This is an optimization exercise on Yosys and OpenROAD, whose aim is a short achievable clock period and few clock cycles, not a production implementation.
The RTL was checked by simulation tests, not by an equivalence proof against the original design.
Power is estimated from default activity; no workload was simulated.

==> flow/design.v <==
module riscv (
    input wire clk,
    input wire rst,   
    input  wire [31:0] inst_i,
    output wire [31:0] inst_addr_o,
    output wire        inst_ce_o,
    input  wire [31:0] data_i,
    output wire        data_we_o,
    output wire        data_ce_o,
    output wire [31:0] data_addr_o,
    output wire [31:0] data_o
);
    reg  [31:0] f_pc;
    reg         f_run;
    reg         d_valid;
    reg  [4:0]  d_rs1, d_rs2, d_rd;
    reg  [31:0] d_pc, d_pc4;
    reg  [31:0] d_r1, d_r2;           
    reg  [31:0] d_immpc;              
    reg  [31:0] d_immalu;             
    reg         d_op, d_opimm, d_load, d_store, d_br, d_lui, d_auipc, d_jal, d_jalr;
    reg         d_use1, d_use2, d_useimm, d_wen, d_pred;
    reg  [10:0] d_alu;                
    reg  [5:0]  d_bf;                 
    reg         d_fpred;              
    reg         d_bnop, d_bskip;      
    reg         x_valid;
    reg         x_wen, x_load, x_store, x_br, x_jalr, x_pred, x_skip;
    reg  [4:0]  x_rd;
    reg  [31:0] x_a, x_b, x_s, x_pre, x_alt;
    reg         x_fa, x_fb, x_fs;     
    reg  [10:0] x_alu;
    reg  [5:0]  x_bf;
    reg         m_wen, m_load, m_store, m_ce;
    reg  [4:0]  m_rd;
    reg  [31:0] m_res, m_sdata;
    reg         w_wen;
    reg  [4:0]  w_rd;
    reg  [31:0] w_data;
    reg         v_wen;
    reg  [4:0]  v_rd;
    reg  [31:0] v_data;
    reg  [31:0] rf [1:31];
    localparam A_ADD = 0, A_SUB = 1, A_SLL = 2, A_SLT = 3, A_SLTU = 4, A_XOR = 5,
               A_SRL = 6, A_SRA = 7, A_OR = 8, A_AND = 9, A_PRE = 10;
    localparam B_EQ = 0, B_NE = 1, B_LT = 2, B_GE = 3, B_LTU = 4, B_GEU = 5;
    wire [31:0] wb_data = m_load ? data_i : m_res;
    assign data_addr_o = m_res;
    assign data_o      = m_sdata;
    assign data_we_o   = m_store;
    assign data_ce_o   = m_ce;
    always @(posedge clk) begin
        if (w_wen) rf[w_rd] <= w_data;
        w_rd   <= m_rd;
        w_data <= wb_data;
        v_wen  <= w_wen;
        v_rd   <= w_rd;
        v_data <= w_data;
    end
    always @(posedge clk) begin
        w_wen <= m_wen;
    end
    wire [31:0] fi  = inst_i;
    wire [4:0]  fop = fi[6:2];
    wire        fok = fi[1:0] == 2'b11;
    wire [2:0]  ff3 = fi[14:12];
    wire        f30 = fi[30];
    wire [4:0]  frs1 = fi[19:15];
    wire [4:0]  frs2 = fi[24:20];
    wire [4:0]  frd  = fi[11:7];
    wire f_op    = fok && fop == 5'b01100;
    wire f_opimm = fok && fop == 5'b00100;
    wire f_load  = fok && fop == 5'b00000;
    wire f_store = fok && fop == 5'b01000;
    wire f_br    = fok && fop == 5'b11000;
    wire f_lui   = fok && fop == 5'b01101;
    wire f_auipc = fok && fop == 5'b00101;
    wire f_jal   = fok && fop == 5'b11011;
    wire f_jalr  = fok && fop == 5'b11001;
    wire f_arith = f_op | f_opimm;
    wire [31:0] fimm_i = {{20{fi[31]}}, fi[31:20]};
    wire [31:0] fimm_s = {{20{fi[31]}}, fi[31:25], fi[11:7]};
    wire [31:0] fimm_b = {{20{fi[31]}}, fi[7], fi[30:25], fi[11:8], 1'b0};
    wire [31:0] fimm_u = {fi[31:12], 12'b0};
    wire [31:0] fimm_j = {{12{fi[31]}}, fi[19:12], fi[20], fi[30:21], 1'b0};
    wire [10:0] f_alu;
    assign f_alu[A_ADD]  = (f_arith & ff3 == 3'b000 & ~(f_op & f30)) | f_load | f_store;
    assign f_alu[A_SUB]  = f_op & ff3 == 3'b000 & f30;
    assign f_alu[A_SLL]  = f_arith & ff3 == 3'b001;
    assign f_alu[A_SLT]  = f_arith & ff3 == 3'b010;
    assign f_alu[A_SLTU] = f_arith & ff3 == 3'b011;
    assign f_alu[A_XOR]  = f_arith & ff3 == 3'b100;
    assign f_alu[A_SRL]  = f_arith & ff3 == 3'b101 & ~f30;
    assign f_alu[A_SRA]  = f_arith & ff3 == 3'b101 & f30;
    assign f_alu[A_OR]   = f_arith & ff3 == 3'b110;
    assign f_alu[A_AND]  = f_arith & ff3 == 3'b111;
    assign f_alu[A_PRE]  = f_lui | f_auipc | f_jal | f_jalr;
    wire [5:0] f_bf;
    assign f_bf[B_EQ]  = ff3 == 3'b000;
    assign f_bf[B_NE]  = ff3 == 3'b001;
    assign f_bf[B_LT]  = ff3 == 3'b100;
    assign f_bf[B_GE]  = ff3 == 3'b101;
    assign f_bf[B_LTU] = ff3 == 3'b110;
    assign f_bf[B_GEU] = ff3 == 3'b111;
    wire [31:0] f_r1 = (frs1 == 5'd0) ? 32'd0 : rf[frs1];
    wire [31:0] f_r2 = (frs2 == 5'd0) ? 32'd0 : rf[frs2];
    wire [31:0] d_target = d_pc + d_immpc;       
    wire [31:0] d_auipc_val = {d_pc[31:12] + d_immpc[31:12], d_pc[11:0]};
    wire [31:0] rs1_val = (m_wen && m_rd == d_rs1) ? wb_data :
                          (w_wen && w_rd == d_rs1) ? w_data :
                          (v_wen && v_rd == d_rs1) ? v_data : d_r1;
    wire [31:0] rs2_val = (m_wen && m_rd == d_rs2) ? wb_data :
                          (w_wen && w_rd == d_rs2) ? w_data :
                          (v_wen && v_rd == d_rs2) ? v_data : d_r2;
    wire load_use = d_valid && x_valid && x_load &&
                    ((d_use1 && x_rd == d_rs1) || (d_use2 && x_rd == d_rs2));
    wire jr_early = d_jalr && x_valid && x_wen && x_alu[A_PRE] && x_rd == d_rs1;
    wire [31:0] jr_sum = x_pre + d_immalu;
    wire d_redir  = d_valid && !load_use && (jr_early || (d_pred && !d_fpred));
    wire [31:0] d_rtarget = jr_early ? {jr_sum[31:1], 1'b0} : (d_pred ? d_target : d_pc4);
    wire c00 = ~x_fa & ~x_fb;
    wire c10 =  x_fa & ~x_fb;
    wire c01 = ~x_fa &  x_fb;
    wire c11 =  x_fa &  x_fb;
    wire [31:0] a = x_fa ? m_res : x_a;
    wire [31:0] b = x_fb ? m_res : x_b;
    wire [31:0] s = x_fs ? m_res : x_s;
    wire [31:0] sum00 = x_a + x_b;
    wire [31:0] sum10 = m_res + x_b;
    wire [31:0] sum01 = x_a + m_res;
    wire [31:0] sum11 = {m_res[30:0], 1'b0};
    wire [31:0] sum = ({32{c00}} & sum00) | ({32{c10}} & sum10) |
                      ({32{c01}} & sum01) | ({32{c11}} & sum11);
    wire [31:0] dif00 = x_a - x_b;
    wire [31:0] dif10 = m_res - x_b;
    wire [31:0] dif01 = x_a - m_res;
    wire [31:0] dif = ({32{c00}} & dif00) | ({32{c10}} & dif10) | ({32{c01}} & dif01);
    wire ltu00 = x_a < x_b;
    wire ltu10 = m_res < x_b;
    wire ltu01 = x_a < m_res;
    wire lt00  = (x_a[31] ^ x_b[31]) ? x_a[31] : ltu00;
    wire lt10  = (m_res[31] ^ x_b[31]) ? m_res[31] : ltu10;
    wire lt01  = (x_a[31] ^ m_res[31]) ? x_a[31] : ltu01;
    wire eq00  = x_a == x_b;
    wire eq10  = m_res == x_b;
    wire eq01  = x_a == m_res;
    wire ltu = (c00 & ltu00) | (c10 & ltu10) | (c01 & ltu01);
    wire lt  = (c00 & lt00) | (c10 & lt10) | (c01 & lt01);
    wire t00 = (x_bf[B_EQ] & eq00) | (x_bf[B_NE] & ~eq00) | (x_bf[B_LT] & lt00) |
               (x_bf[B_GE] & ~lt00) | (x_bf[B_LTU] & ltu00) | (x_bf[B_GEU] & ~ltu00);
    wire t10 = (x_bf[B_EQ] & eq10) | (x_bf[B_NE] & ~eq10) | (x_bf[B_LT] & lt10) |
               (x_bf[B_GE] & ~lt10) | (x_bf[B_LTU] & ltu10) | (x_bf[B_GEU] & ~ltu10);
    wire t01 = (x_bf[B_EQ] & eq01) | (x_bf[B_NE] & ~eq01) | (x_bf[B_LT] & lt01) |
               (x_bf[B_GE] & ~lt01) | (x_bf[B_LTU] & ltu01) | (x_bf[B_GEU] & ~ltu01);
    wire t11 = x_bf[B_EQ] | x_bf[B_GE] | x_bf[B_GEU];
    wire taken = (c00 & t00) | (c10 & t10) | (c01 & t01) | (c11 & t11);
    wire signed [31:0] a_s = a;
    wire [31:0] shl = a << b[4:0];
    wire [31:0] shr = a >> b[4:0];
    wire [31:0] sha = a_s >>> b[4:0];
    wire [31:0] result =
        ({32{x_alu[A_ADD]}}  & sum) |
        ({32{x_alu[A_SUB]}}  & dif) |
        ({32{x_alu[A_SLL]}}  & shl) |
        ({32{x_alu[A_SLT]}}  & {31'd0, lt}) |
        ({32{x_alu[A_SLTU]}} & {31'd0, ltu}) |
        ({32{x_alu[A_XOR]}}  & (a ^ b)) |
        ({32{x_alu[A_SRL]}}  & shr) |
        ({32{x_alu[A_SRA]}}  & sha) |
        ({32{x_alu[A_OR]}}   & (a | b)) |
        ({32{x_alu[A_AND]}}  & (a & b)) |
        ({32{x_alu[A_PRE]}}  & x_pre);
    wire x_mispred = x_valid & x_br & (taken ^ x_pred);
    wire x_kill    = x_valid & x_skip & taken;    
    wire x_jr      = x_valid & x_jalr;
    wire x_redir   = x_mispred | x_jr;
    wire [31:0] x_target = x_jalr ? {sum[31:1], 1'b0} : x_alt;
    assign inst_addr_o = f_pc;
    assign inst_ce_o   = f_run;
    wire [31:0] f_pc4  = f_pc + 32'd4;
    wire        f_isgn  = fi[31];
    wire [8:0]  f_jlo   = {1'b0, f_pc[7:0]} + {1'b0, fimm_j[7:0]};
    wire [8:0]  f_blo   = {1'b0, f_pc[7:0]} + {1'b0, fimm_b[7:0]};
    wire        f_jnear = fimm_j[20:8] == {13{f_isgn}} && f_jlo[8] == f_isgn;
    wire        f_bnear = fimm_b[12:8] == {5{f_isgn}} && f_blo[8] == f_isgn;
    wire        f_jp    = f_jal & f_jnear;
    wire        f_bp    = f_br & f_isgn & f_bnear;
    wire        f_fpred = f_jp | f_bp;
    wire [31:0] f_btgt  = {f_pc[31:8], f_jal ? f_jlo[7:0] : f_blo[7:0]};
    always @(posedge clk or posedge rst) begin
        if (rst) begin
            f_pc  <= 32'd0;
            f_run <= 1'b0;
        end else begin
            f_run <= 1'b1;
            if (x_redir)
                f_pc <= x_target;
            else if (load_use || !f_run)
                f_pc <= f_pc;
            else if (d_redir)
                f_pc <= d_rtarget;
            else if (f_fpred)
                f_pc <= f_btgt;
            else
                f_pc <= f_pc4;
        end
    end
    always @(posedge clk or posedge rst) begin
        if (rst) begin
            d_valid <= 1'b0;
        end else if (x_redir) begin
            d_valid <= 1'b0;
        end else if (!load_use) begin
            d_valid <= f_run && !d_redir;
        end
    end
    always @(posedge clk) begin
        if (load_use) begin
            d_r1 <= rs1_val;
            d_r2 <= rs2_val;
        end else begin
            d_rs1    <= frs1;
            d_rs2    <= frs2;
            d_rd     <= frd;
            d_pc     <= f_pc;
            d_pc4    <= f_pc4;
            d_r1     <= f_r1;
            d_r2     <= f_r2;
            d_immpc  <= f_jal ? fimm_j : (f_br ? fimm_b : fimm_u);
            d_immalu <= f_store ? fimm_s : fimm_i;
            d_op     <= f_op;
            d_opimm  <= f_opimm;
            d_load   <= f_load;
            d_store  <= f_store;
            d_br     <= f_br;
            d_lui    <= f_lui;
            d_auipc  <= f_auipc;
            d_jal    <= f_jal;
            d_jalr   <= f_jalr;
            d_use1   <= f_arith | f_load | f_store | f_br | f_jalr;
            d_use2   <= f_op | f_store | f_br;
            d_useimm <= f_opimm | f_load | f_store | f_jalr;
            d_wen    <= (f_arith | f_load | f_lui | f_auipc | f_jal | f_jalr) && frd != 5'd0;
            d_pred   <= f_jal | (f_br & fi[31]);
            d_alu    <= f_alu;
            d_bf     <= f_bf;
            d_fpred  <= f_fpred;
            d_bnop   <= f_br & fimm_b == 32'd4;
            d_bskip  <= f_br & fimm_b == 32'd8;
        end
    end
    always @(posedge clk or posedge rst) begin
        if (rst) begin
            x_valid <= 1'b0;
        end else begin
            x_valid <= d_valid && !load_use && !x_redir && !x_kill;
        end
    end
    wire fwd_ok = x_valid && x_wen && !x_load;
    wire skip_ok = d_bskip && !(f_jal || (f_br && fi[31]));
    always @(posedge clk) begin
        x_wen   <= d_wen;
        x_load  <= d_load;
        x_store <= d_store;
        x_br    <= d_br & !d_bnop & !skip_ok;
        x_skip  <= skip_ok;
        x_jalr  <= d_jalr & !jr_early;
        x_pred  <= d_pred;
        x_rd    <= d_rd;
        x_a     <= rs1_val;
        x_b     <= d_useimm ? d_immalu : rs2_val;
        x_s     <= rs2_val;
        x_pre   <= d_lui ? d_immpc : (d_auipc ? d_auipc_val : d_pc4);
        x_alt   <= d_pred ? d_pc4 : d_target;
        x_fa    <= fwd_ok && x_rd == d_rs1;
        x_fb    <= fwd_ok && x_rd == d_rs2 && !d_useimm;
        x_fs    <= fwd_ok && x_rd == d_rs2;
        x_alu   <= d_alu;
        x_bf    <= d_bf;
    end
    always @(posedge clk) begin
        m_wen   <= x_valid & x_wen;
        m_load  <= x_valid & x_load;
        m_store <= x_valid & x_store;
        m_ce    <= x_valid & (x_load | x_store);
    end
    always @(posedge clk) begin
        m_rd    <= x_rd;
        m_res   <= result;
        m_sdata <= s;
    end
endmodule
==> flow/run.sh <==
#!/bin/bash
# synth_recipe.tcl (not shown) runs the flow's synth.tcl, then flattens the netlist and writes it again
# the make line also repeats each setting of config.mk as NAME=value (left out here)
make -C /OpenROAD-flow-scripts/flow DESIGN_CONFIG=/design/flow/config.mk WORK_HOME=/design/flow/orfs CLKGATE_MAP_FILE= SYNTH_SCRIPT=/design/flow/synth_recipe.tcl finish
==> flow/config.mk <==
export PLATFORM = sky130hd
export DESIGN_NAME = riscv
export DESIGN_NICKNAME = riscv
export VERILOG_FILES = /design/flow/design.v
export SDC_FILE = /design/flow/constraint.sdc
export NUM_CORES = 4
export LEC_CHECK = 0
export ABC_CLOCK_PERIOD_IN_PS = 2500
export CAP_MARGIN = 20
export CORE_MARGIN = 2
export CORE_UTILIZATION = 40
export SETUP_SLACK_MARGIN = 5
export SLEW_MARGIN = 20
==> flow/constraint.sdc <==
create_clock -name core_clock -period 8.0 [get_ports {clk}]
set_input_delay 1.6000 -clock core_clock [delete_from_list [all_inputs] [get_ports {clk}]]
set_output_delay 1.6000 -clock core_clock [all_outputs]
set_load 0.01 [all_outputs]
==> results of run 1 <==
[cells in the mapped netlist (83+ instances only)]
master    count
a211oi_1    136
inv_1       326
buf_1        91
xnor2_1     207
mux4_2      575
ha_1        327
nor3_1       83
nor2_1      551
xor2_1       89
mux2i_1     305
a21oi_1     544
nand2_1     492
o21ai_0     380
o22ai_1     104
nand3_1      89
clkbuf_1    371
dfxtp_1     405
edfxtp_1   1142
[routing by layer]
layer / vias up / wire length [um] / part of all wire [%] / global-route usage [%]
li1: 29045 / - / - / -
met5: - / 66 / 0.018 / 0
met2: 4243 / 168000 / 46 / 49.7
met4: 12 / 27800 / 7.5 / 19.9
met1: 35209 / 138000 / 37 / 40.6
met3: 1002 / 35300 / 9.5 / 5.93
[path summary, 6_finish.rpt]
path | start | end | slack (ps) | depth (start not counted)
max in group asynchronous | rst | f_pc[0]$_DFFE_PP0P_ | 6350 | 3
max | x_b[0]$_DFF_P_ | m_res[28]$_DFF_P_ | 3950 | 14
min reg2reg | d_bf[3]$_DFFE_PN_ | x_bf[3]$_DFF_P_ | 350 | 0
min in group asynchronous | rst | f_pc[26]$_DFFE_PP0P_ | 1210 | 3
min | d_bf[3]$_DFFE_PN_ | x_bf[3]$_DFF_P_ | 350 | 0
max reg2reg | x_b[0]$_DFF_P_ | m_res[28]$_DFF_P_ | 3950 | 14
[metrics by stage]
step / area, um2 / hold slack [ps] / total power [W] / std cells
after global routing: 110000 / 345 / 0.0261 / 10827
after CTS: 107000 / 343 / 0.0248 / 10673
after global placement: 93400 / 327 / 0.0155 / 9951
after floorplan: 89800 / 323 / 0.0133 / 7280
final: 110000 / 347 / 0.0254 / 10830
after detailed placement: 93400 / 327 / 0.0155 / 9952
[registers in the layout (all words and copies together) (netlist names), 11 cells and up]
| register | cells |
|---|---|
| d_pc | 32 |
| w_data | 32 |
| x_pre | 32 |
| d_immpc | 31 |
| x_alt | 32 |
| d_r2 | 32 |
| x_s | 32 |
| rf | 992 |
| f_pc | 32 |
| v_data | 32 |
| x_b | 32 |
| m_sdata | 32 |
| m_res | 32 |
| x_a | 32 |
| d_r1 | 32 |
| x_alu | 11 |
| d_alu | 11 |
| d_pc4 | 30 |
| d_immalu | 11 |
[layout make-up]
cell class | instances | area share [%]
Antenna cell | 6 | 0.0136
Clock buffer | 221 | 4.29
Clock inverter | 102 | 1.05
Inverter | 335 | 1.21
Multi-Input combinational cell | 4884 | 42.4
Sequential cell | 1582 | 39.7
Tap cell | 2871 | 3.26
Timing Repair Buffer | 828 | 8.14
Timing Repair inverter | 1 | 0.00682
[power breakdown]
| part | total [W] | switching [W] | internal (W) |
|---|---|---|---|
| sequential | 0.00987 | 0.000637 | 0.00923 |
| combinational | 0.00722 | 0.00420 | 0.00302 |
| clock | 0.00831 | 0.00355 | 0.00476 |
[kinds of logic after synthesis]
logic type / synth area share (%)
other: 0.00426
AND/OR/NAND/NOR: 7.76
multiplexers: 18.9
adder cells (fa/ha/maj): 4.90
buffers and inverters: 3.58
flip-flops: 49.2
XOR/XNOR: 2.95
AO/OA/AOI/OAI: 12.7
[repair_timing]
item,4_1_cts,5_1_grt
buffers inserted,356,136
resized for setup,1423,359
endpoints found under the setup margin,737,342
cloned,42,15
pin swaps,192,169
[worst max-delay path: cells and delay by family, from the launching register on]
family,cells,cell delay (ps)
AOI/OAI and AO/OA,8,2120
and+or+nand+nor,3,710
adders and majority gates,2,540
DFF,1,380
buffers and inverters,1,140
==> metrics.cfg, run 1 <==
[run]
maxCapViolations=0

[setup_path]
slowest_delay_ps=520
crit_slowest_cell=or4_4
crit_arrival_ps=4750
cp_max_fo=3
path_cells=buf_6 -> ha_4 -> fa_2 -> nand2b_4 -> a221oi_2 -> or4_4 -> a31o_4 -> a211oi_4 -> o22a_2 -> nand2_2 -> a2111oi_4 -> a311oi_2 -> o311a_4 -> a221o_1
crit_type=flip-flop to flip-flop
cp-end-kind=flip-flop
startpoint_type=flip-flop
critPathRequiredTime_ps=8700

[floorplan]
io_pins=165
start_util_pct=40.1
core-area_um2=219000
num_rows=172
die_area_um2=224000
chipHeight_um=473
die_x_um=473

[sta]
min_period_ps=4050
drv_slew=0
slew-limit-headroom_pct=5.23
period_share_pct=50.6
finalSetupTns_ps=0
rsz0062_at_grt=true
hold_violations=0
worst_pin_slew_ps=1410
post-route-worst-setup-slack_ps=3950
setup_viol=0
skew_ps=41.4
fmax_mhz=247

[cells_and_area]
area_delta_synth_final_pct=25.1
final_cell_mix=1142 x edfxtp_1, 575 x mux4_2, 491 x nor2_1
fin_util_pct=50.2
final_common_cell=edfxtp_1
nets=8209
ff_latch_area_um2=43700
drive_gt1_share_pct=32.6
n_fill_cell=18735
multi_input_comb_area_um2=46600

[logic_synthesis]
async_flop_share_pct=2.21
synth_area_um2=88000
synth_edf_count=1142
synth_area_per_cell_um2=12.1
ys_warn_count=1
ys_seq_area_share_pct=49.2
yosysTopAreaCell=edfxtp_1
post_synth_num_cell_types=93
synthTopCellsByArea=edfxtp_1 39%, mux4_2 15%, dfxtp_1 9.2%
synth-main-ff-cell=edfxtp_1
synth_nets=7684
yosysTopAreaCellShare_pct=39.0
ys_ff_latch=1582
syn_inst=7280

[cts]
cts_buffer_depth=3
clk_pin_slew_worst_paths_ps=60
cts_max_level=4
ctsHoldBuffers=0
clock_latency_ps=850
cts_buffers=173
cts_root_buf=clkbuf_16
clock-sinks=1582
cts_tree=built

[place]
dp_slack_ps=2580
dp_hpwl_um=231000
port_buffers=164
place_congestion=0.996

[grt]
grt_usage_pct=31.7
grt_antenna_before_repair=14
grt_pass1_vias=66499
gr-total-overflow=0
grt_max_degree=80
grt_first_pass_wirelength_um=506000

[route]
ant_nets=0
via_per_inst=6.42
vias=69511
drt_wl_total_um=370000
drt-initial-drc-count=8679
drtPass1Iterations=5
drc=0
wl_per_cell_um=34.1

[pwr]
ir_drop_mv=0.192
powerDensity_nw_per_um2=231
leakage_nw=39.7

[hold_path]
min_path_type=flip-flop to flip-flop

[run_status]
status=finished clean

Testbench counts, summed over its fixed seeds: cycles 50,859.
==> run 2: changes to the inputs <==
--- a/flow/design.v
+++ b/flow/design.v
@@ -34,2 +34,4 @@
     reg         m_wen, m_load, m_store, m_ce;
+    reg         m_jr;                 
+    reg  [31:0] m_jtgt;
     reg  [4:0]  m_rd;
@@ -39,5 +41,2 @@
     reg  [31:0] w_data;
-    reg         v_wen;
-    reg  [4:0]  v_rd;
-    reg  [31:0] v_data;
     reg  [31:0] rf [1:31];
@@ -52,8 +51,5 @@
     always @(posedge clk) begin
-        if (w_wen) rf[w_rd] <= w_data;
+        if (m_wen) rf[m_rd] <= wb_data;
         w_rd   <= m_rd;
         w_data <= wb_data;
-        v_wen  <= w_wen;
-        v_rd   <= w_rd;
-        v_data <= w_data;
     end
@@ -109,7 +105,5 @@
     wire [31:0] rs1_val = (m_wen && m_rd == d_rs1) ? wb_data :
-                          (w_wen && w_rd == d_rs1) ? w_data :
-                          (v_wen && v_rd == d_rs1) ? v_data : d_r1;
+                          (w_wen && w_rd == d_rs1) ? w_data : d_r1;
     wire [31:0] rs2_val = (m_wen && m_rd == d_rs2) ? wb_data :
-                          (w_wen && w_rd == d_rs2) ? w_data :
-                          (v_wen && v_rd == d_rs2) ? v_data : d_r2;
+                          (w_wen && w_rd == d_rs2) ? w_data : d_r2;
     wire load_use = d_valid && x_valid && x_load &&
@@ -174,5 +168,5 @@
     wire x_kill    = x_valid & x_skip & taken;    
-    wire x_jr      = x_valid & x_jalr;
-    wire x_redir   = x_mispred | x_jr;
-    wire [31:0] x_target = x_jalr ? {sum[31:1], 1'b0} : x_alt;
+    wire x_jr      = x_valid & x_jalr & !m_jr;
+    wire x_redir   = x_mispred;
+    wire [31:0] x_target = x_alt;
     assign inst_addr_o = f_pc;
@@ -195,3 +189,5 @@
             f_run <= 1'b1;
-            if (x_redir)
+            if (m_jr)
+                f_pc <= m_jtgt;
+            else if (x_redir)
                 f_pc <= x_target;
@@ -210,3 +206,3 @@
             d_valid <= 1'b0;
-        end else if (x_redir) begin
+        end else if (m_jr || x_redir) begin
             d_valid <= 1'b0;
@@ -255,3 +251,3 @@
         end else begin
-            x_valid <= d_valid && !load_use && !x_redir && !x_kill;
+            x_valid <= d_valid && !load_use && !x_redir && !x_kill && !m_jr;
         end
@@ -281,6 +277,8 @@
     always @(posedge clk) begin
-        m_wen   <= x_valid & x_wen;
-        m_load  <= x_valid & x_load;
-        m_store <= x_valid & x_store;
-        m_ce    <= x_valid & (x_load | x_store);
+        m_wen   <= x_valid & !m_jr & x_wen;
+        m_load  <= x_valid & !m_jr & x_load;
+        m_store <= x_valid & !m_jr & x_store;
+        m_ce    <= x_valid & !m_jr & (x_load | x_store);
+        m_jr    <= x_jr;
+        m_jtgt  <= {sum[31:1], 1'b0};
     end
==> run 2 against run 1 <==
  * Worst setup slack got worse by 160 ps
  * Utilization decreased by 0.51 points
  * Combinational power rose by 2%
  * First-iteration DRC count down 8.4%
  * Die area down 0.38%
==> metrics.cfg, run 2 <==
[route]
drt-initial-drc-count=7952
wl_per_cell_um=33.2
drtPass1Iterations=8
vias=67718
drc=0
ant_nets=0
drt_wl_total_um=353000
via_per_inst=6.35

[logic_synthesis]
yosysMostFrequentCell=edfxtp_1
synthTopCellsByCount=1142 x edfxtp_1, 558 x mux4_2, 539 x nor2_1, 516 x a21oi_1, 516 x nand2_1
async_flop_share_pct=2.22
synth_edf_count=1142
synthTopCellsByArea=edfxtp_1 39%, mux4_2 14%, dfxtp_1 9.1%
synth_area_per_cell_um2=12.1
ys_seq_area_share_pct=49.2
ys_warn_count=1
synth-main-ff-cell=edfxtp_1
syn_inst=7238
synth_nets=7642
post_synth_num_cell_types=98
ys_ff_latch=1576
yosysTopAreaCellShare_pct=39.1
yosysTopAreaCell=edfxtp_1
synth_area_um2=87700

[run]
maxCapViolations=0

[cells_and_area]
multi_input_comb_area_um2=46600
largest_reg_flops=992
n_fill_cell=18588
fin_util_pct=49.7
final_common_cell=edfxtp_1
ff_latch_area_um2=43400
area_delta_synth_final_pct=23.3
drive_gt1_share_pct=31.4
final_cell_mix=1142 x edfxtp_1, 558 x mux4_2, 482 x nand2_1
regMostFlops=rf
nets=8053
final_cells=10656

[sta]
finalSetupTns_ps=0
min_period_ps=4210
hold_violations=0
fmax_mhz=238
skew_ps=55.4
setup_viol=0
rsz0062_at_grt=true
slew-limit-headroom_pct=19.1
worst_pin_slew_ps=1210
drv_slew=0
period_share_pct=52.6
post-route-worst-setup-slack_ps=3790

[floorplan]
core-area_um2=218000
die_area_um2=223000
io_pins=165
chipHeight_um=472
start_util_pct=40.3
die_x_um=472
num_rows=171

[setup_path]
slowest_delay_ps=440
startpoint_type=flip-flop
path_delay_family=compound AO/OA/AOI/OAI gates
cp-end-kind=flip-flop
path_cells=inv_4 -> ha_4 -> inv_2 -> fa_2 -> a21o_1 -> a21oi_4 -> o211ai_4 -> a2111o_1 -> a31o_4 -> a2111o_1 -> nand4bb_4 -> o21a_4 -> or2_4 -> buf_12 -> and3_1 -> or3_1
crit_type=flip-flop to flip-flop
crit_top_cell=a2111o_1
critPathRequiredTime_ps=8750
cp_max_fo=7
crit_slowest_cell=a2111o_1
cp.buffers_inverters=3
crit_arrival_ps=4960

[cts]
cts_buffer_depth=3
cts_max_level=4
clock_latency_ps=870
cts_root_buf=clkbuf_16
cts_buffers=172
ctsHoldBuffers=0
clock-sinks=1576
clk_pin_slew_worst_paths_ps=60
cts_tree=built

[pwr]
ir_drop_mv=0.183
powerDensity_nw_per_um2=235
leakage_nw=38.8

[grt]
grt_antenna_before_repair=14
gr-total-overflow=0
grt_first_pass_wirelength_um=489000
grt_max_degree=80
grt_pass1_vias=65440
grt_usage_pct=30.6

[place]
placed_cells=9934
dp_hpwl_um=230000
port_buffers=164
place_congestion=1.01
dp_slack_ps=2470

[hold_path]
min_path_type=flip-flop to flip-flop

[run_status]
status=finished clean

## run 2: worst paths after layout
kind / start / endpoint / depth (start not counted) / slack [ps]
max: m_res[0]$_DFF_P_ / f_pc[19]$_DFFE_PP0P_ / 16 / 3790
max in group asynchronous: rst / f_pc[14]$_DFFE_PP0P_ / 3 / 6360
min in group asynchronous: rst / f_pc[20]$_DFFE_PP0P_ / 3 / 1180
min reg2reg: d_rd[4]$_DFFE_PN_ / x_rd[4]$_DFF_P_ / 0 / 320
min: d_rd[4]$_DFFE_PN_ / x_rd[4]$_DFF_P_ / 0 / 320
max reg2reg: m_res[0]$_DFF_P_ / f_pc[19]$_DFFE_PP0P_ / 16 / 3790
## run 2: repair_timing
| item | CTS | global route |
|---|---|---|
| setup endpoints to repair | 581 | 335 |
| pin swaps | 127 | 171 |
| gates cloned | 31 | 13 |
| setup buffers | 206 | 145 |
| resized for setup | 1204 | 520 |
## run 2: power by group
| group | internal, W | switching [W] | total [W] | leakage [nW] |
|---|---|---|---|---|
| clock network | 0.00454 | 0.00351 | 0.00806 | 2.76 |
| logic | 0.00304 | 0.00436 | 0.00740 | 21.6 |
| registers | 0.00930 | 0.000594 | 0.00989 | 14.4 |
## run 2: routing by layer
layer	GRT usage (%)	vias to the layer above	part of all wire (%)
met5	0	-	0.010
met4	17.9	8	6.7
met3	5.06	827	8.8
met2	48.2	3833	46
met1	40.0	34468	38
li1	-	28582	-
## run 2: worst reg2reg max path, stage by stage, from the launching register on
cell       delay (ps)
dfxtp_4           370
inv_4              70
ha_4              140
inv_2              40
fa_2              330
a21o_1            200
a21oi_4           190
o211ai_4          110
a2111o_1          440
a31o_4            280
a2111o_1          370
nand4bb_4         300
o21a_4            280
or2_4             310
buf_12            180
and3_1            190
or3_1             310
## run 2: area by class of cell
class                   instances  area share, %
multi-input cells            4876           43.1
inverters                     308           1.13
clock inverters                96          0.883
repair buffers                715           7.05
flip-flops and latches       1576           40.2
well taps                    2854           3.30
diodes                          8         0.0185
clock buffers                 223           4.35
## run 2: per-stage QoR
stage	instance area (um2)	hold WS (ps)	total power, W
6_report	108000	324	0.0253
4_1_cts	105000	330	0.0246
2_1_floorplan	89500	323	0.0135
3_5_place_dp	93500	327	0.0158
3_3_place_gp	93400	326	0.0158
5_1_grt	108000	345	0.0261
## run 2: cell families (layout without fill, tap and decap cells)
logic type | after synthesis | after routing | synth area share [%]
compound gates | 1711 | 1713 | 12.3
flops | 1576 | 1576 | 49.2
simple gates | 1564 | 1567 | 8.01
mux | 969 | 969 | 19.1
buf+inv | 791 | 1342 | 3.50
fa+ha+maj | 338 | 338 | 4.92
xor+xnor | 288 | 288 | 2.88
other cells | 1 | 9 | 0.00428
Testbench counts of run 2, summed over its fixed seeds: cycles 50,859.
==> run 3: changes to the inputs <==
--- a/flow/config.mk
+++ b/flow/config.mk
@@ -7,3 +7,3 @@
 export LEC_CHECK = 0
-export ABC_CLOCK_PERIOD_IN_PS = 2500
+export ABC_CLOCK_PERIOD_IN_PS = 3500
 export CAP_MARGIN = 20
@@ -11,3 +11,3 @@
 export CORE_UTILIZATION = 40
-export SETUP_SLACK_MARGIN = 5
+export SETUP_SLACK_MARGIN = 4.3
 export SLEW_MARGIN = 20
==> run 3 against run 2 <==
  * Register-to-register slack got worse by 70 ps
  * Largest cell class unchanged
  * Cell count fell by 2.1%
  * Still clean
  * Global-route usage fell by 1.6 points
==> metrics.cfg, run 3 <==
[route]
ant_nets=0
via_per_inst=6.28
vias=65491
dr_wl_met3_um=25900
drtPass1Iterations=6
routedLengthMet1_um=133000
wl_per_cell_um=32.1
drt_wl_total_um=335000
drt-initial-drc-count=7248
wl_met2_um=158000
drc=0
top_layer=met5

[cells_and_area]
largest_reg_flops=992
fin_util_pct=47.4
final_cell_mix=1142 x edfxtp_1, 558 x mux4_2, 510 x nand2_1
area_delta_synth_final_pct=17.7
nets=7814
n_fill_cell=19108
regMostFlops=rf
drive_gt1_share_pct=23.0
final_common_cell=edfxtp_1

[logic_synthesis]
synthTopCellsByArea=edfxtp_1 39%, mux4_2 14%, dfxtp_1 9.1%
ys_warn_count=1
yosysTopAreaCellShare_pct=39.1
synth_nets=7642
synthTopCellsByCount=1142 x edfxtp_1, 558 x mux4_2, 539 x nor2_1, 516 x a21oi_1, 516 x nand2_1
synth-main-ff-cell=edfxtp_1
ys_ff_latch=1576
syn_inst=7238
synth_area_per_cell_um2=12.1
post_synth_num_cell_types=98
synth_edf_count=1142
yosysMostFrequentCell=edfxtp_1
ys_seq_area_share_pct=49.2
synth_area_um2=87700
async_flop_share_pct=2.22
yosysTopAreaCell=edfxtp_1

[hold_path]
min_delay_path_depth=0
hold_path_end=x_load$_DFF_P_
min_from=d_load$_DFFE_PN_
min_path_type=flip-flop to flip-flop

[sta]
min_period_ps=4280
slew-limit-headroom_pct=25.9
skew_ps=51.7
drv_slew=0
post-route-worst-setup-slack_ps=3720
hold_violations=0
rsz0062_at_grt=true
whs_ps=340
setup_viol=0
period_share_pct=53.5
fmax_mhz=234
worst_pin_slew_ps=1110
finalSetupTns_ps=0

[pwr]
p_total_w=0.0247
clockPowerShare_pct=34.0
power_switching_w=0.00812
p_sw_share_pct=32.9
ir_drop_mv=0.206
p_int_w=0.0166
powerDensity_nw_per_um2=239
p_seq_share_pct=40.3
leakage_nw=36.9
share_comb_of_total_power_pct=25.6

[setup_path]
r2r_slack_ps=3720
cp_max_fo=7
crit_type=flip-flop to flip-flop
rr_endpoint=f_pc[19]$_DFFE_PP0P_
rr_startpoint=x_b[25]$_DFF_P_
reg2reg_depth=15
startpoint_type=flip-flop
cp-end-kind=flip-flop
crit_arrival_ps=5010
critPathRequiredTime_ps=8730

[grt]
grt_antenna_before_repair=11
gr-total-overflow=0
grt_first_pass_wirelength_um=467000
grt_max_degree=115
grt_usage_pct=29.1
grt_pass1_vias=63042

[floorplan]
io_pins=165
core-area_um2=218000
start_util_pct=40.3
chipHeight_um=472
die_area_um2=223000
die_x_um=472
num_rows=171

[place]
port_buffers=164
dp_slack_ps=2600
dp_hpwl_um=230000
place_congestion=1.03

[run]
maxCapViolations=0

[cts]
cts_root_buf=clkbuf_16
clock-sinks=1576
cts_buffers=175
clk_pin_slew_worst_paths_ps=60
cts_tree=built
cts_buffer_depth=3
cts_max_level=4
clock_latency_ps=860

[run_status]
status=finished clean

## run 3: cell types whose count changed in the layout (fill, tap and decap cells not counted), sizes merged, moves of 2 or more
cell / before / now
clkbuf: 235 / 219
buf: 637 / 313
dlygate4sd2: 1 / 9
diode: 8 / 15
bufinv: 11 / 17
nor2: 542 / 540
clkdlybuf4s50: 47 / 137
clkinv: 69 / 83
or2: 20 / 22
bufbuf: 11 / 3
## run 3: critical path: stages (launching register included)
cell and delay [ps]:
dfxtp_1 390, inv_1 100, ha_1 510, nand4_1 280, nor2_1 350, nand4_1 260, mux2_2 290, o211ai_1 90
a2111o_1 350, nand4bb_4 310, nor3_4 320, buf_4 160, or2_4 210, buf_4 140, nor4b_1 40, or3_1 340
## run 3: routing by layer
layer / up-vias / track usage (%)
met4: 10 / 14.2
met1: 33504 / 38.2
met5: - / 0
li1: 28065 / -
met3: 636 / 4.59
met2: 3276 / 46.9
## run 3: repair_timing
item | in CTS | in global routing
hold buffers | 0 | 0
pin swaps | 81 | 95
gates cloned | 8 | 4
endpoints found under the setup margin | 227 | 125
setup buffers | 71 | 63
endpoints found under the hold margin | 0 | 0
gates resized for setup | 429 | 237
## run 3: kinds of logic (layout without fill, tap and decap cells)
family | after synthesis | after routing | synth area share [%]
AOI/OAI and AO/OA | 1711 | 1712 | 12.3
other | 1 | 16 | 0.00428
DFF | 1576 | 1576 | 49.2
muxes | 969 | 969 | 19.1
and+or+nand+nor | 1564 | 1567 | 8.01
buffers and inverters | 791 | 1111 | 3.50
xor gates and xnor gates | 288 | 288 | 2.88
adders and majority gates | 338 | 338 | 4.92
## run 3: through the flow
stage,instances,instance area (um2)
5_1_grt,10424,103000
3_3_place_gp,9939,92900
3_5_place_dp,9941,93000
6_report,10431,103000
2_1_floorplan,7238,88000
4_1_cts,10349,101000
## run 3: worst max-delay path by stage
| stage | startpoint | slack [ps] | depth (start not counted) | endpoint |
|---|---|---|---|---|
| floorplan | inst_i[19] | 4220 | 14 | f_pc[20]$_DFFE_PP0P_ |
| global placement | m_res[13]$_DFF_P_ | 2660 | 15 | f_pc[28]$_DFFE_PP0P_ |
| detailed placement | m_res[7]$_DFF_P_ | 2600 | 15 | f_pc[28]$_DFFE_PP0P_ |
| CTS | m_res[0]$_DFF_P_ | 3870 | 15 | f_pc[19]$_DFFE_PP0P_ |
| global route | x_b[28]$_DFF_P_ | 3690 | 15 | f_pc[28]$_DFFE_PP0P_ |
| finish | x_b[25]$_DFF_P_ | 3720 | 15 | f_pc[19]$_DFFE_PP0P_ |
## run 3: area by class of cell
cell class | instances | area (um2) | share of cell area, %
sequential | 1576 | 43300 | 41.9
multi-input combinational | 4875 | 44400 | 43.0
inverter | 308 | 1190 | 1.16
timing repair buffer | 474 | 4660 | 4.51
clock inverter | 114 | 1310 | 1.27
clock buffer | 215 | 4710 | 4.57
tap | 2854 | 3570 | 3.46
antenna | 15 | 37.5 | 0.0364
## run 3: power groups by stage
stage	clock network (W)	logic (W)	registers (W)
finish	0.00840	0.00633	0.00996
global route	0.00883	0.00668	0.00997
CTS	0.00852	0.00595	0.00994
detailed placement	0	0.00559	0.0101
global placement	0	0.00562	0.0101
floorplan	0	0.00364	0.00973
==> run 4: changes to the inputs <==
--- a/flow/design.v
+++ b/flow/design.v
@@ -18,3 +18,5 @@
     reg  [31:0] d_r1, d_r2;           
-    reg  [31:0] d_immpc;              
+    reg  [31:0] d_immu;               
+    reg  [31:0] d_btgt;               
+    reg  [31:0] d_jtgt;               
     reg  [31:0] d_immalu;             
@@ -24,6 +26,4 @@
     reg  [5:0]  d_bf;                 
-    reg         d_fpred;              
-    reg         d_bnop, d_bskip;      
     reg         x_valid;
-    reg         x_wen, x_load, x_store, x_br, x_jalr, x_pred, x_skip;
+    reg         x_wen, x_load, x_store, x_br, x_jalr, x_pred;
     reg  [4:0]  x_rd;
@@ -34,4 +34,2 @@
     reg         m_wen, m_load, m_store, m_ce;
-    reg         m_jr;                 
-    reg  [31:0] m_jtgt;
     reg  [4:0]  m_rd;
@@ -100,6 +98,19 @@
     assign f_bf[B_GEU] = ff3 == 3'b111;
+    wire [31:0] f_pc4 = f_pc + 32'd4;
+    wire [18:0] f_hi13   = f_pc[31:13];
+    wire [18:0] f_hi13p  = f_pc[31:13] + 19'd1;
+    wire [18:0] f_hi13m  = f_pc[31:13] - 19'd1;
+    wire [13:0] f_blo    = {1'b0, f_pc[12:0]} + {1'b0, fimm_b[12:0]};
+    wire [18:0] f_bhi    = (f_blo[13] == fimm_b[12]) ? f_hi13 : (f_blo[13] ? f_hi13p : f_hi13m);
+    wire [31:0] f_btgt   = {f_bhi, f_blo[12:0]};
+    wire [10:0] f_hi21   = f_pc[31:21];
+    wire [10:0] f_hi21p  = f_pc[31:21] + 11'd1;
+    wire [10:0] f_hi21m  = f_pc[31:21] - 11'd1;
+    wire [21:0] f_jlo    = {1'b0, f_pc[20:0]} + {1'b0, fimm_j[20:0]};
+    wire [10:0] f_jhi    = (f_jlo[21] == fimm_j[20]) ? f_hi21 : (f_jlo[21] ? f_hi21p : f_hi21m);
+    wire [31:0] f_jtgt   = {f_jhi, f_jlo[20:0]};
+    wire        f_bpred  = f_br & fi[31];    
     wire [31:0] f_r1 = (frs1 == 5'd0) ? 32'd0 : rf[frs1];
     wire [31:0] f_r2 = (frs2 == 5'd0) ? 32'd0 : rf[frs2];
-    wire [31:0] d_target = d_pc + d_immpc;       
-    wire [31:0] d_auipc_val = {d_pc[31:12] + d_immpc[31:12], d_pc[11:0]};
+    wire [31:0] d_auipc_val = d_pc + d_immu;
     wire [31:0] rs1_val = (m_wen && m_rd == d_rs1) ? wb_data :
@@ -110,6 +121,3 @@
                     ((d_use1 && x_rd == d_rs1) || (d_use2 && x_rd == d_rs2));
-    wire jr_early = d_jalr && x_valid && x_wen && x_alu[A_PRE] && x_rd == d_rs1;
-    wire [31:0] jr_sum = x_pre + d_immalu;
-    wire d_redir  = d_valid && !load_use && (jr_early || (d_pred && !d_fpred));
-    wire [31:0] d_rtarget = jr_early ? {jr_sum[31:1], 1'b0} : (d_pred ? d_target : d_pc4);
+    wire d_redir  = d_valid && !load_use && d_jal;
     wire c00 = ~x_fa & ~x_fb;
@@ -167,18 +175,7 @@
     wire x_mispred = x_valid & x_br & (taken ^ x_pred);
-    wire x_kill    = x_valid & x_skip & taken;    
-    wire x_jr      = x_valid & x_jalr & !m_jr;
-    wire x_redir   = x_mispred;
-    wire [31:0] x_target = x_alt;
+    wire x_jr      = x_valid & x_jalr;
+    wire x_redir   = x_mispred | x_jr;
+    wire [31:0] x_target = x_jalr ? {sum[31:1], 1'b0} : x_alt;
     assign inst_addr_o = f_pc;
     assign inst_ce_o   = f_run;
-    wire [31:0] f_pc4  = f_pc + 32'd4;
-    wire        f_isgn  = fi[31];
-    wire [8:0]  f_jlo   = {1'b0, f_pc[7:0]} + {1'b0, fimm_j[7:0]};
-    wire [8:0]  f_blo   = {1'b0, f_pc[7:0]} + {1'b0, fimm_b[7:0]};
-    wire        f_jnear = fimm_j[20:8] == {13{f_isgn}} && f_jlo[8] == f_isgn;
-    wire        f_bnear = fimm_b[12:8] == {5{f_isgn}} && f_blo[8] == f_isgn;
-    wire        f_jp    = f_jal & f_jnear;
-    wire        f_bp    = f_br & f_isgn & f_bnear;
-    wire        f_fpred = f_jp | f_bp;
-    wire [31:0] f_btgt  = {f_pc[31:8], f_jal ? f_jlo[7:0] : f_blo[7:0]};
     always @(posedge clk or posedge rst) begin
@@ -189,5 +186,3 @@
             f_run <= 1'b1;
-            if (m_jr)
-                f_pc <= m_jtgt;
-            else if (x_redir)
+            if (x_redir)
                 f_pc <= x_target;
@@ -196,4 +191,4 @@
             else if (d_redir)
-                f_pc <= d_rtarget;
-            else if (f_fpred)
+                f_pc <= d_jtgt;
+            else if (f_bpred)
                 f_pc <= f_btgt;
@@ -206,3 +201,3 @@
             d_valid <= 1'b0;
-        end else if (m_jr || x_redir) begin
+        end else if (x_redir) begin
             d_valid <= 1'b0;
@@ -224,3 +219,5 @@
             d_r2     <= f_r2;
-            d_immpc  <= f_jal ? fimm_j : (f_br ? fimm_b : fimm_u);
+            d_immu   <= fimm_u;
+            d_btgt   <= f_btgt;
+            d_jtgt   <= f_jtgt;
             d_immalu <= f_store ? fimm_s : fimm_i;
@@ -242,5 +239,2 @@
             d_bf     <= f_bf;
-            d_fpred  <= f_fpred;
-            d_bnop   <= f_br & fimm_b == 32'd4;
-            d_bskip  <= f_br & fimm_b == 32'd8;
         end
@@ -251,3 +245,3 @@
         end else begin
-            x_valid <= d_valid && !load_use && !x_redir && !x_kill && !m_jr;
+            x_valid <= d_valid && !load_use && !x_redir;
         end
@@ -255,3 +249,2 @@
     wire fwd_ok = x_valid && x_wen && !x_load;
-    wire skip_ok = d_bskip && !(f_jal || (f_br && fi[31]));
     always @(posedge clk) begin
@@ -260,5 +253,4 @@
         x_store <= d_store;
-        x_br    <= d_br & !d_bnop & !skip_ok;
-        x_skip  <= skip_ok;
-        x_jalr  <= d_jalr & !jr_early;
+        x_br    <= d_br;
+        x_jalr  <= d_jalr;
         x_pred  <= d_pred;
@@ -268,4 +260,4 @@
         x_s     <= rs2_val;
-        x_pre   <= d_lui ? d_immpc : (d_auipc ? d_auipc_val : d_pc4);
-        x_alt   <= d_pred ? d_pc4 : d_target;
+        x_pre   <= d_lui ? d_immu : (d_auipc ? d_auipc_val : d_pc4);
+        x_alt   <= d_pred ? d_pc4 : d_btgt;
         x_fa    <= fwd_ok && x_rd == d_rs1;
@@ -277,8 +269,6 @@
     always @(posedge clk) begin
-        m_wen   <= x_valid & !m_jr & x_wen;
-        m_load  <= x_valid & !m_jr & x_load;
-        m_store <= x_valid & !m_jr & x_store;
-        m_ce    <= x_valid & !m_jr & (x_load | x_store);
-        m_jr    <= x_jr;
-        m_jtgt  <= {sum[31:1], 1'b0};
+        m_wen   <= x_valid & x_wen;
+        m_load  <= x_valid & x_load;
+        m_store <= x_valid & x_store;
+        m_ce    <= x_valid & (x_load | x_store);
     end
--- a/flow/config.mk
+++ b/flow/config.mk
@@ -7,3 +7,3 @@
 export LEC_CHECK = 0
-export ABC_CLOCK_PERIOD_IN_PS = 3500
+export ABC_CLOCK_PERIOD_IN_PS = 2500
 export CAP_MARGIN = 20
@@ -11,3 +11,3 @@
 export CORE_UTILIZATION = 40
-export SETUP_SLACK_MARGIN = 4.3
+export SETUP_SLACK_MARGIN = 5
 export SLEW_MARGIN = 20
==> run 4 against run 3 <==
  * Still clean on timing, DRC and antenna
  * Die area shrank 1.2%
  * Cell count increased by 1.0%
  * Combinational power grew 34%
  * Clock-buffer cell count rose by 7
  * Critical endpoint is now f_pc[29]$_DFFE_PP0P_
  * Largest cell class unchanged
  * Largest power group unchanged
  * Highest routed layer unchanged
==> metrics.cfg, run 4 <==
[run_status]
status=finished clean

[logic_synthesis]
ys_ff_latch=1576
synth_area_per_cell_um2=12.6
synth_nets=7292
synthTopCellsByCount=1175 x edfxtp_1, 593 x mux4_2, 536 x nor2_1, 464 x a21oi_1, 403 x nand2_1
post_synth_num_cell_types=91
ys_seq_area_share_pct=50.2
syn_inst=6889
async_flop_share_pct=2.22
synth_edf_count=1175
ys_warn_count=1
yosysTopAreaCellShare_pct=40.7
yosysMostFrequentCell=edfxtp_1
synth_area_um2=86600
yosysTopAreaCell=edfxtp_1
synthTopCellsByArea=edfxtp_1 41%, mux4_2 15%, dfxtp_1 8.5%
synth-main-ff-cell=edfxtp_1

[grt]
grt_first_pass_wirelength_um=470000
grt_max_degree=66
grt_antenna_before_repair=13
gr-total-overflow=0
grt_pass1_vias=64310
grt_usage_pct=29.5

[sta]
period_share_pct=62.3
setup_viol=0
finalSetupTns_ps=0
worst_pin_slew_ps=1120
drv_slew=0
skew_ps=59.6
fmax_mhz=201
rsz0062_at_grt=true
min_period_ps=4980
slew-limit-headroom_pct=24.7
hold_violations=0

[cts]
cts_buffer_depth=3
cts_max_level=4
cts_tree=built
clock_latency_ps=870
cts_root_buf=clkbuf_16
clock-sinks=1576
cts_buffers=169
clk_pin_slew_worst_paths_ps=60

[floorplan]
die_x_um=469
start_util_pct=40.3
io_pins=165
core-area_um2=215000
num_rows=170
chipHeight_um=469
die_area_um2=220000

[cells_and_area]
final_cell_mix=1175 x edfxtp_1, 593 x mux4_2, 499 x buf_4
area_delta_synth_final_pct=26.9
multi_input_comb_area_um2=45600
design_area_um2=110000
largest_reg_flops=992
drive_gt1_share_pct=35.8
n_fill_cell=18038
final_common_cell=edfxtp_1
ff_latch_area_um2=43800
nets=7951
regMostFlops=rf

[setup_path]
cp_max_fo=2
crit_type=primary input to flip-flop
crit_arrival_ps=5730
critPathRequiredTime_ps=8750
startpoint_type=primary input
cp-end-kind=flip-flop

[run]
maxCapViolations=0

[hold_path]
min_path_type=flip-flop to flip-flop

[pwr]
power_switching_w=0.00863
ir_drop_mv=0.221
p_seq_share_pct=37.7
powerDensity_nw_per_um2=240
p_sw_share_pct=32.7
clockPowerShare_pct=30.2
p_int_w=0.0178
leakage_nw=39.8
share_comb_of_total_power_pct=32.1

[place]
dp_hpwl_um=208000
port_buffers=164
place_congestion=0.990
dpl-instance-area_um2=92500

[route]
drt_wl_total_um=342000
wl_per_cell_um=32.5
ant_nets=0
via_per_inst=6.29
vias=66233
drc=0
drt-initial-drc-count=8382
drtPass1Iterations=6

run 4: what timing repair did:
| item | 4_1_cts | 5_1_grt |
|---|---|---|
| gates resized for setup | 1531 | 378 |
| setup buffers | 395 | 164 |
| pin swaps | 240 | 220 |
| hold buffers | 0 | 0 |
| gates cloned | 32 | 23 |
| setup endpoints to repair | 489 | 302 |
run 4: area by class of cell:
type | count | share of cell area [%]
Multi-Input combinational cell | 4562 | 41.5
Sequential cell | 1576 | 39.9
Timing Repair Buffer | 936 | 9.19
Clock buffer | 222 | 4.15
Tap cell | 2838 | 3.23
Inverter | 302 | 1.11
Clock inverter | 92 | 0.955
Antenna cell | 7 | 0.0159
Timing Repair inverter | 1 | 0.00569
run 4: layer usage:
| layer | global-route usage [%] | vias to the layer above | wire (um) | part of all wire, % |
|---|---|---|---|---|
| met5 | 0 | - | 23 | 0.0067 |
| met4 | 17.2 | 4 | 23500 | 6.9 |
| met3 | 5.11 | 847 | 31500 | 9.2 |
| met2 | 46.9 | 3844 | 160000 | 47 |
| met1 | 38.1 | 33727 | 128000 | 37 |
| li1 | - | 27811 | - | - |
run 4: cells by family after synthesis:
group	share of synthesized area (%)
AOI/OAI and AO/OA	11.1
xor gates and xnor gates	2.83
adders and majority gates	4.96
buffers and inverters	3.34
DFF	50.2
muxes	20.2
other	0.00433
and+or+nand+nor	7.37
run 4: power by group through the flow:
stage	Combinational, W	Sequential, W	Clock [W]
global route	0.00890	0.00998	0.00837
finish	0.00847	0.00995	0.00798
global placement	0.00576	0.0102	0
CTS	0.00753	0.00994	0.00805
floorplan	0.00402	0.00990	0
detailed placement	0.00579	0.0102	0
run 4: final timing paths:
check / from / end / slack (ps) / cells after the start
max: inst_i[8] / f_pc[29]$_DFFE_PP0P_ / 3020 / 22
min: d_rd[2]$_DFFE_PN_ / x_rd[2]$_DFF_P_ / 320 / 0
max reg2reg: f_pc[1]$_DFFE_PP0P_ / f_pc[29]$_DFFE_PP0P_ / 3310 / 22
min reg2reg: d_rd[2]$_DFFE_PN_ / x_rd[2]$_DFF_P_ / 320 / 0
max in group asynchronous: rst / f_pc[2]$_DFFE_PP0P_ / 6360 / 3
min in group asynchronous: rst / f_pc[31]$_DFFE_PP0P_ / 1180 / 3
run 4: worst max-delay path, stage by stage:
cell and delay [ps]:
buf_8 100, ha_4 160, fa_2 390, a21o_1 190
a21oi_4 190, nor2_4 70, o31ai_4 250, a21oi_4 130
buf_6 140, fa_2 390, nor2b_4 140, o21ai_2 80
a21oi_2 160, o211ai_1 130, a211oi_2 390, o31ai_2 130
a21oi_1 180, xnor2_1 140, o21ai_1 90, o2111ai_1 220
nand3_1 110, a221o_2 350
run 4: stage by stage:
stage                     utilization [%]  hold WS, ps  total power, W  setup slack, ps  std cells
final                                51.2          322          0.0264             3020      10536
after floorplan                         -          323          0.0139             2020       6889
after global routing                 51.1          341          0.0272             2820      10530
after global placement               43.0          327          0.0159             1210       9598
after CTS                            49.5          329          0.0255             2850      10342
after detailed placement             43.1          327          0.0160             1300       9601
Testbench counts of run 4, summed over its fixed seeds: cycles 51,863.
==> run 5: changes to the inputs <==
--- a/flow/design.v
+++ b/flow/design.v
@@ -18,5 +18,3 @@
     reg  [31:0] d_r1, d_r2;           
-    reg  [31:0] d_immu;               
-    reg  [31:0] d_btgt;               
-    reg  [31:0] d_jtgt;               
+    reg  [31:0] d_immpc;              
     reg  [31:0] d_immalu;             
@@ -26,6 +24,11 @@
     reg  [5:0]  d_bf;                 
+    reg         d_fpred;              
+    reg         d_dep1, d_dep2, d_nm1, d_nm2, d_nml1, d_nml2, d_nw1, d_nw2;
+    reg         d_bnop, d_bskip;      
     reg         x_valid;
-    reg         x_wen, x_load, x_store, x_br, x_jalr, x_pred;
+    reg         x_wen, x_load, x_store, x_br, x_jalr, x_pred, x_skip;
     reg  [4:0]  x_rd;
     reg  [31:0] x_a, x_b, x_s, x_pre, x_alt;
+    reg  [31:0] x_eb;                 
+    reg         x_nf;                 
     reg         x_fa, x_fb, x_fs;     
@@ -98,19 +101,6 @@
     assign f_bf[B_GEU] = ff3 == 3'b111;
-    wire [31:0] f_pc4 = f_pc + 32'd4;
-    wire [18:0] f_hi13   = f_pc[31:13];
-    wire [18:0] f_hi13p  = f_pc[31:13] + 19'd1;
-    wire [18:0] f_hi13m  = f_pc[31:13] - 19'd1;
-    wire [13:0] f_blo    = {1'b0, f_pc[12:0]} + {1'b0, fimm_b[12:0]};
-    wire [18:0] f_bhi    = (f_blo[13] == fimm_b[12]) ? f_hi13 : (f_blo[13] ? f_hi13p : f_hi13m);
-    wire [31:0] f_btgt   = {f_bhi, f_blo[12:0]};
-    wire [10:0] f_hi21   = f_pc[31:21];
-    wire [10:0] f_hi21p  = f_pc[31:21] + 11'd1;
-    wire [10:0] f_hi21m  = f_pc[31:21] - 11'd1;
-    wire [21:0] f_jlo    = {1'b0, f_pc[20:0]} + {1'b0, fimm_j[20:0]};
-    wire [10:0] f_jhi    = (f_jlo[21] == fimm_j[20]) ? f_hi21 : (f_jlo[21] ? f_hi21p : f_hi21m);
-    wire [31:0] f_jtgt   = {f_jhi, f_jlo[20:0]};
-    wire        f_bpred  = f_br & fi[31];    
     wire [31:0] f_r1 = (frs1 == 5'd0) ? 32'd0 : rf[frs1];
     wire [31:0] f_r2 = (frs2 == 5'd0) ? 32'd0 : rf[frs2];
-    wire [31:0] d_auipc_val = d_pc + d_immu;
+    wire [31:0] d_target = d_pc + d_immpc;       
+    wire [31:0] d_auipc_val = {d_pc[31:12] + d_immpc[31:12], d_pc[11:0]};
     wire [31:0] rs1_val = (m_wen && m_rd == d_rs1) ? wb_data :
@@ -121,3 +111,4 @@
                     ((d_use1 && x_rd == d_rs1) || (d_use2 && x_rd == d_rs2));
-    wire d_redir  = d_valid && !load_use && d_jal;
+    wire jr_early = d_jalr && x_valid && x_wen && x_alu[A_PRE] && x_rd == d_rs1;
+    wire [31:0] jr_sum = x_pre + d_immalu;
     wire c00 = ~x_fa & ~x_fb;
@@ -175,2 +166,3 @@
     wire x_mispred = x_valid & x_br & (taken ^ x_pred);
+    wire x_kill    = x_valid & x_skip & taken;    
     wire x_jr      = x_valid & x_jalr;
@@ -178,4 +170,47 @@
     wire [31:0] x_target = x_jalr ? {sum[31:1], 1'b0} : x_alt;
+    wire fwd_ok = x_valid && x_wen && !x_load;
+    wire dep1 = d_dep1;
+    wire dep2 = d_dep2;
+    wire mld1 = d_nml1;
+    wire mld2 = d_nml2;
+    wire x_add_t = x_alu[A_ADD] | x_alu[A_SUB];
+    wire x_pre_t = x_alu[A_PRE];
+    function eqsum;
+        input [31:0] ea, eb, v;
+        input        cin;
+        reg   [31:0] c, m;
+        begin
+            c = ea ^ eb ^ v;
+            m = (ea & eb) | (ea & c) | (eb & c);
+            eqsum = (c[0] == cin) && (c[31:1] == m[30:0]);
+        end
+    endfunction
+    wire e_m  = eqsum(x_a, x_eb, m_res, x_alu[A_SUB]);
+    wire e_w  = eqsum(x_a, x_eb, w_data, x_alu[A_SUB]);
+    wire e_r1 = eqsum(x_a, x_eb, d_r1, x_alu[A_SUB]);
+    wire e_r2 = eqsum(x_a, x_eb, d_r2, x_alu[A_SUB]);
+    wire e_o1 = d_nm1 ? e_m : (d_nw1 ? e_w : e_r1);     
+    wire e_o2 = d_nm2 ? e_m : (d_nw2 ? e_w : e_r2);     
+    wire e_eq = (dep1 & dep2) | (dep1 ? e_o2 : e_o1);
+    wire e_ok = d_br && (d_bf[B_EQ] | d_bf[B_NE]) && !d_bnop && !d_bskip &&
+                ((dep1 && dep2) ||
+                 (dep1 && !dep2 && !mld2 && x_add_t && x_nf) ||
+                 (dep2 && !dep1 && !mld1 && x_add_t && x_nf));
+    wire e_taken = d_bf[B_EQ] ? e_eq : ~e_eq;
+    wire e_mis  = e_ok && (e_taken ^ d_pred);
+    wire d_redir  = d_valid && !load_use && (jr_early || (d_pred && !d_fpred) || e_mis);
+    wire [31:0] d_rtarget = jr_early ? {jr_sum[31:1], 1'b0} :
+                            ((d_pred ^ e_mis) ? d_target : d_pc4);
     assign inst_addr_o = f_pc;
     assign inst_ce_o   = f_run;
+    wire [31:0] f_pc4  = f_pc + 32'd4;
+    wire        f_isgn  = fi[31];
+    wire [8:0]  f_jlo   = {1'b0, f_pc[7:0]} + {1'b0, fimm_j[7:0]};
+    wire [8:0]  f_blo   = {1'b0, f_pc[7:0]} + {1'b0, fimm_b[7:0]};
+    wire        f_jnear = fimm_j[20:8] == {13{f_isgn}} && f_jlo[8] == f_isgn;
+    wire        f_bnear = fimm_b[12:8] == {5{f_isgn}} && f_blo[8] == f_isgn;
+    wire        f_jp    = f_jal & f_jnear;
+    wire        f_bp    = f_br & f_isgn & f_bnear;
+    wire        f_fpred = f_jp | f_bp;
+    wire [31:0] f_btgt  = {f_pc[31:8], f_jal ? f_jlo[7:0] : f_blo[7:0]};
     always @(posedge clk or posedge rst) begin
@@ -191,4 +226,4 @@
             else if (d_redir)
-                f_pc <= d_jtgt;
-            else if (f_bpred)
+                f_pc <= d_rtarget;
+            else if (f_fpred)
                 f_pc <= f_btgt;
@@ -207,2 +242,15 @@
     end
+    wire [4:0] n_rs1 = load_use ? d_rs1 : frs1;
+    wire [4:0] n_rs2 = load_use ? d_rs2 : frs2;
+    wire       n_xw  = d_valid && !load_use && !x_kill && d_wen && !d_load;
+    always @(posedge clk) begin
+        d_dep1 <= n_xw && d_rd == frs1;
+        d_dep2 <= n_xw && d_rd == frs2;
+        d_nm1  <= x_valid && x_wen && x_rd == n_rs1;
+        d_nm2  <= x_valid && x_wen && x_rd == n_rs2;
+        d_nml1 <= x_valid && x_wen && x_load && x_rd == n_rs1;
+        d_nml2 <= x_valid && x_wen && x_load && x_rd == n_rs2;
+        d_nw1  <= m_wen && m_rd == n_rs1;
+        d_nw2  <= m_wen && m_rd == n_rs2;
+    end
     always @(posedge clk) begin
@@ -219,5 +267,3 @@
             d_r2     <= f_r2;
-            d_immu   <= fimm_u;
-            d_btgt   <= f_btgt;
-            d_jtgt   <= f_jtgt;
+            d_immpc  <= f_jal ? fimm_j : (f_br ? fimm_b : fimm_u);
             d_immalu <= f_store ? fimm_s : fimm_i;
@@ -239,2 +285,5 @@
             d_bf     <= f_bf;
+            d_fpred  <= f_fpred;
+            d_bnop   <= f_br & fimm_b == 32'd4;
+            d_bskip  <= f_br & fimm_b == 32'd8;
         end
@@ -245,6 +294,6 @@
         end else begin
-            x_valid <= d_valid && !load_use && !x_redir;
+            x_valid <= d_valid && !load_use && !x_redir && !x_kill;
         end
     end
-    wire fwd_ok = x_valid && x_wen && !x_load;
+    wire skip_ok = d_bskip && !(f_jal || (f_br && fi[31]));
     always @(posedge clk) begin
@@ -253,4 +302,5 @@
         x_store <= d_store;
-        x_br    <= d_br;
-        x_jalr  <= d_jalr;
+        x_br    <= d_br & !d_bnop & !skip_ok & !e_ok;
+        x_skip  <= skip_ok;
+        x_jalr  <= d_jalr & !jr_early;
         x_pred  <= d_pred;
@@ -259,5 +309,7 @@
         x_b     <= d_useimm ? d_immalu : rs2_val;
+        x_eb    <= (d_useimm ? d_immalu : rs2_val) ^ {32{d_alu[A_SUB]}};
+        x_nf    <= !(fwd_ok && (x_rd == d_rs1 || (x_rd == d_rs2 && !d_useimm)));
         x_s     <= rs2_val;
-        x_pre   <= d_lui ? d_immu : (d_auipc ? d_auipc_val : d_pc4);
-        x_alt   <= d_pred ? d_pc4 : d_btgt;
+        x_pre   <= d_lui ? d_immpc : (d_auipc ? d_auipc_val : d_pc4);
+        x_alt   <= d_pred ? d_pc4 : d_target;
         x_fa    <= fwd_ok && x_rd == d_rs1;
==> run 5 against run 4 <==
  * Non-clock buffer count fell by 125
  * Clock skew rose by 28 ps
  * First-iteration DRC count rose by 1.7%
  * Via count rose by 9.6%
  * Final area rose by 5.2%
  * Largest cell class unchanged
  * Largest power group unchanged
==> metrics.cfg, run 5 <==
[run_status]
status=finished clean

[route]
via_per_inst=6.32
wl_met2_um=181000
drt-initial-drc-count=8525
wl_per_cell_um=34.0
routedLengthMet1_um=145000
vias=72561
drtPass1Iterations=6
drt_wl_total_um=390000

[cells_and_area]
area_delta_synth_final_pct=24.0
largest_reg_flops=992
regMostFlops=rf
drive_gt1_share_pct=31.0
final_cell_mix=1132 x edfxtp_1, 591 x mux4_2, 566 x nand2_1
final_common_cell=edfxtp_1

[pwr]
powerDensity_nw_per_um2=228
p_sw_share_pct=34.7
power_switching_w=0.00917
clockPowerShare_pct=31.2
share_comb_of_total_power_pct=31.4
p_seq_share_pct=37.5

[logic_synthesis]
ys_seq_area_share_pct=46.4
synth_nets=8292
synthSimpleGateAreaFrac_pct=8.28
syn_inst=7764
synth.mux.area_fraction_pct=18.5
synth_area_per_cell_um2=12.0
synth_adder_area_share_pct=7.29
async_flop_share_pct=2.21
ys_ff_latch=1585
synthTopCellsByCount=1132 x edfxtp_1, 591 x mux4_2, 587 x nand2_1, 501 x nor2_1, 476 x o21ai_0
yosysTopAreaCellShare_pct=36.5
synth_compound_area_share_pct=11.2
post_synth_num_cell_types=100
synth_area_um2=93200
yosysTopAreaCell=edfxtp_1
yosysMostFrequentCell=edfxtp_1

[floorplan]
die_area_um2=237000
start_util_pct=40.2
num_rows=177
chipHeight_um=487
io_pins=165
die_x_um=487

[setup_path]
rr_startpoint=m_res[31]$_DFF_P_
rr_endpoint=f_pc[28]$_DFFE_PP0P_
reg2reg_depth=16
r2r_slack_ps=3620
critPathRequiredTime_ps=8720

[cts]
ctsHoldBuffers=0
cts_root_buf=clkbuf_16
clk_pin_slew_worst_paths_ps=60
cts_max_level=4
cts_buffers=175
cts_buffer_depth=3

[sta]
setup_viol=0
min_period_ps=4380
slew-limit-headroom_pct=12.1
fmax_mhz=228
worst_pin_slew_ps=1310
finalSetupTns_ps=0
rsz0062_at_grt=true
skew_ps=88.1
period_share_pct=54.8
hold_violations=0

[place]
dp_hpwl_um=253000
place_congestion=1.03

[grt]
grt_antenna_before_repair=20
grt_pass1_vias=70728

[hold_path]
min_delay_path_depth=0
min_path_type=flip-flop to flip-flop

[run]
maxCapViolations=0

run 5: cell count changes after synthesis, sizes merged, moves of 18 or more:
cell	before	now
o21ai	400	477
dfxtp	366	418
nand2	403	587
nand2b	81	45
xnor2	191	282
edfxtp	1175	1132
nor3	85	125
xor2	89	206
clkbuf	334	384
nand4	32	70
a31oi	29	47
fa	11	135
nor2	536	503
inv	297	401
run 5: final cells by class:
| type | instances | area [um2] |
|---|---|---|
| Clock buffer | 231 | 4750 |
| Antenna cell | 13 | 32.5 |
| Clock inverter | 94 | 1020 |
| Timing Repair inverter | 6 | 65.1 |
| Fill cell | 20009 | 116000 |
| Tap cell | 3043 | 3810 |
| Sequential cell | 1585 | 43600 |
| Multi-Input combinational cell | 5278 | 51900 |
| Timing Repair Buffer | 811 | 8790 |
| Inverter | 413 | 1700 |
run 5: power by group through the flow:
stage / registers (W) / logic [W] / clock network [W]
after floorplan: 0.00978 / 0.00425 / 0
after global routing: 0.00990 / 0.00866 / 0.00863
final: 0.00989 / 0.00828 / 0.00823
after CTS: 0.00985 / 0.00767 / 0.00831
after global placement: 0.0101 / 0.00653 / 0
after detailed placement: 0.0101 / 0.00652 / 0
run 5: worst max-delay path by stage:
stage | from | to | slack [ps] | cells past startpoint
6_report | m_res[31]$_DFF_P_ | f_pc[28]$_DFFE_PP0P_ | 3620 | 16
5_1_grt | d_immpc[31]$_DFFE_PN_ | f_pc[30]$_DFFE_PP0P_ | 3580 | 14
4_1_cts | m_res[24]$_DFF_P_ | f_pc[28]$_DFFE_PP0P_ | 3710 | 16
3_5_place_dp | x_a[4]$_DFF_P_ | f_pc[13]$_DFFE_PP0P_ | 2130 | 13
3_3_place_gp | x_a[4]$_DFF_P_ | f_pc[15]$_DFFE_PP0P_ | 2270 | 14
2_1_floorplan | m_res[22]$_DFF_P_ | f_pc[16]$_DFFE_PP0P_ | 4120 | 16
run 5: kinds of logic after synthesis:
family,count (synthesis)
AOI/OAI and AO/OA,1662
xor gates and xnor gates,488
other,1
buffers and inverters,907
DFF,1585
and+or+nand+nor,1685
muxes,974
adders and majority gates,462
run 5: timing repair:
action	4_1_cts	5_1_grt
endpoints found under the setup margin	474	375
gates cloned	39	16
gates resized for setup	1384	422
buffers inserted	314	140
pin swaps	176	149
run 5: routing by layer:
| layer | vias up | global-route usage [%] |
|---|---|---|
| met5 | - | 0 |
| met3 | 1025 | 4.95 |
| met4 | 4 | 20.7 |
| met1 | 36960 | 40.3 |
| met2 | 4241 | 51.0 |
| li1 | 30331 | - |
run 5: critical path, stage by stage (launching register included):
cell and delay (ps):
dfxtp_4 420, clkinvlp_4 180, ha_4 310, nand4_1 240
or4_4 600, o31a_1 280, a211oi_2 210, nand2_1 90
mux2_4 280, a221oi_4 310, buf_12 180, nor2_4 60
or3_4 440, or2_4 330, buf_12 180, nor2_4 80
a31oi_1 40
run 5: metrics by stage:
step	cell area (um2)	worst slack (ps)	cells	hold WS, ps	utilization (%)
2_1_floorplan	95100	4120	7764	323	-
3_3_place_gp	99100	2270	10626	328	42.7
3_5_place_dp	99200	2130	10627	329	42.7
4_1_cts	112000	3710	11305	344	48.4
5_1_grt	116000	3580	11470	349	49.8
6_report	116000	3620	11474	342	49.8
Testbench counts of run 5, summed over its fixed seeds: cycles 49,649.

Re-timed with assumed drivers on the ports (clkbuf_16 on the clock, buf_2 on other inputs), run 5 has 3.616 ns of setup slack against 3.616 ns with ideal ports, and 3.237 ns once port delays also move by the mid clock arrival of 0.933 ns.
